Context: an optimization exercise on an open-source flow, tuned for small area and a short achievable clock period. The choices shown serve that exercise and are no tape-out recipe.
In this exercise RTL edits were held to simulation tests only and were not proved equivalent to the original.
Power is estimated from default activity; no workload was simulated.

## the reference run
==> flow/design.v (excerpt) <==
module final_top (
    input clk,
    input rst,  
    input [31:0] instruction,
    input [15:0] data_in,  
    output [15:0] data_out,  
    output [15:0] addr,  
    output we,  
    output [15:0] out_reg,  
    output zero,
    output carry
);
    wire [3:0] opcode, reg1, reg2, destReg;
    wire [15:0] immediate, reg_data1, reg_data2, alu_x, alu_cm;
    wire carry_d2, zero_d2;
    reg [3:0] opcode_d1, destReg_d1;
    reg [15:0] imm_d1;
    reg [15:0] sel1_d1, sel2_d1;
    reg fwd1_d1, fwd2_d1, use_imm_d1, inv_d1;
    reg [15:0] op1_d2, op2_d2, addr_d2;
    reg big_d2;  
    reg arith_d2, addc_d2, subc_d2, subi_d2, and_d2, or_d2, xor_d2;
    reg shr_d2, sra_d2, shl_d2, some_d2, load_d2, store_d2, rf_we_d2;  
    reg [3:0] destReg_d2;
    reg [15:0] x_d3, cm_d3;
    reg load_d3, rf_we_d3, carry_d3, zero_d3;
    reg [3:0] destReg_d3;
    wire [15:0] wdata_d3 = x_d3 ^ (cm_d3 & {16{~load_d3}});
    instruction_decoder id (
        .instruction (instruction),
        .opcode (opcode),
        .reg1 (reg1),
        .reg2 (reg2),
        .destReg (destReg),
        .immediate (immediate)
    );
    wire use_imm = (opcode == 4'b1011) || (opcode == 4'b1100) || (opcode == 4'b1101) ||
                   (opcode == 4'b1110) || (opcode == 4'b1111);
    wire fwd1 = rf_we_d2 && (reg1 == destReg_d2);
    wire fwd2 = rf_we_d2 && (reg2 == destReg_d2);
    wire [15:0] sel1, sel2;
    genvar k;
    generate
        for (k = 0; k < 16; k = k + 1) begin : dec
            assign sel1[k] = (reg1 == k) && !fwd1;
            assign sel2[k] = (reg2 == k) && !fwd2;
        end
    endgenerate
    reg_file rf (
        .clk(clk),
        .rst(rst),
        .read_sel1(sel1_d1),
        .read_sel2(sel2_d1),
        .write_reg(destReg_d3),
        .write_data(wdata_d3),
        .write_enable(rf_we_d3),
        .read_data1(reg_data1),
        .read_data2(reg_data2)
    );
    wire [15:0] a_d1 = reg_data1 | (wdata_d3 & {16{fwd1_d1}});
    wire [15:0] b_d1 = reg_data2 | (wdata_d3 & {16{fwd2_d1}}) | (imm_d1 & {16{use_imm_d1}});
    alu alu_unit (
        .operand1(op1_d2),
        .operand2(op2_d2),
        .big(big_d2),
        .carry_in(carry_d3),
        .is_arith(arith_d2),
        .is_addc(addc_d2),
        .is_subc(subc_d2),
        .is_subi(subi_d2),
        .is_and(and_d2),
        .is_or(or_d2),
        .is_xor(xor_d2),
  ...
==> flow/config.mk <==
export PLATFORM = sky130hd
export DESIGN_NAME = final_top
export DESIGN_NICKNAME = final_top
export VERILOG_FILES = /design/flow/design.v
export SDC_FILE = /design/flow/constraint.sdc
export NUM_CORES = 4
export LEC_CHECK = 0
export CAP_MARGIN = 20
export CORE_MARGIN = 2
export CORE_UTILIZATION = 40
export SETUP_SLACK_MARGIN = 2.3
export SLEW_MARGIN = 20
==> flow/constraint.sdc <==
create_clock -name core_clock -period 4.5 [get_ports {clk}]
set_input_delay 0.9000 -clock core_clock [delete_from_list [all_inputs] [get_ports {clk}]]
set_output_delay 0.9000 -clock core_clock [all_outputs]
set_load 0.01 [all_outputs]
run.sh (not shown) runs the stock make flow with config.mk's settings and CLKGATE_MAP_FILE= SYNTH_SCRIPT=/design/flow/synth_recipe.tcl, a recipe that flattens the netlist after the stock synthesis.
Setup changes, the reference run to the trial run
# the reference run
export LEC_CHECK = 0
export CAP_MARGIN = 20
export CORE_MARGIN = 2
export CORE_UTILIZATION = 40
export SETUP_SLACK_MARGIN = 2.3
export SLEW_MARGIN = 20
create_clock -name core_clock -period 4.5 [get_ports {clk}]
# the trial run
export LEC_CHECK = 0
export CAP_MARGIN = 20
export CORE_MARGIN = 2
export CORE_UTILIZATION = 60
export CTS_CLUSTER_DIAMETER = 90
export CTS_CLUSTER_SIZE = 24
export SETUP_SLACK_MARGIN = 2.3
export SLEW_MARGIN = 20
create_clock -name core_clock -period 4.5 [get_ports {clk}]
Findings:
Between the trial run and the reference run, it is the trial run whose combinational share of power is higher, by 1.7 points.
Fraction of area in non-clock buffers: the trial run and the reference run compared, lower one is the trial run
Going from the reference run to the trial run, number of H-tree levels now sits lower, post-layout worst setup margin fell by 120 ps, initial core utilization went up.
Summary of the trial run over the reference run: final instance area decreased 6.4%; power spent charging and discharging nets decreased about 12%; placeable core region decreased 16000 um^2; clock network fraction of design power decreased 9.7 points; layout-stage area growth over the synthesis result decreased 7.9 points.
Looking at global-route usage over all layers, the trial run sits 12 points above the reference run.

[separate check: timing with driven ports]
In the flow no input, the clock included, has a driving cell. The finished layouts below were timed again as built, in two steps.
Step 1, drivers: a clkbuf_16 drives clk and a buf_2 each remaining input, both assumed.
Step 2 moves the port delays by t, midway between the first and last clock arrival at a register: inputs arrive t later, outputs are due t later. That takes back most of the time a late clock gives input paths.
Three values: ideal, step 1, step 2; two values: the first two.
| run | t, ns | setup slack, ns | clock arrival spread, ns | slew at the worst register clock pin (ns) | worst data-port slew with drivers (ns) |
|---|---|---|---|---|---|
| the reference run | 0.623 | 2.102 / 2.098 / 1.868 | 0.018 / 0.018 | 0.07 / 0.07 | 0.06 |
| the trial run | 0.607 | 1.985 / 1.985 / 1.880 | 0.052 / 0.051 | 0.10 / 0.10 | 0.04 |
After both steps setup and hold are still met in every run listed. For the reference run, which loses most, drivers alone change the setup slack by -0.004 ns; drivers and shift together by -0.234 ns.
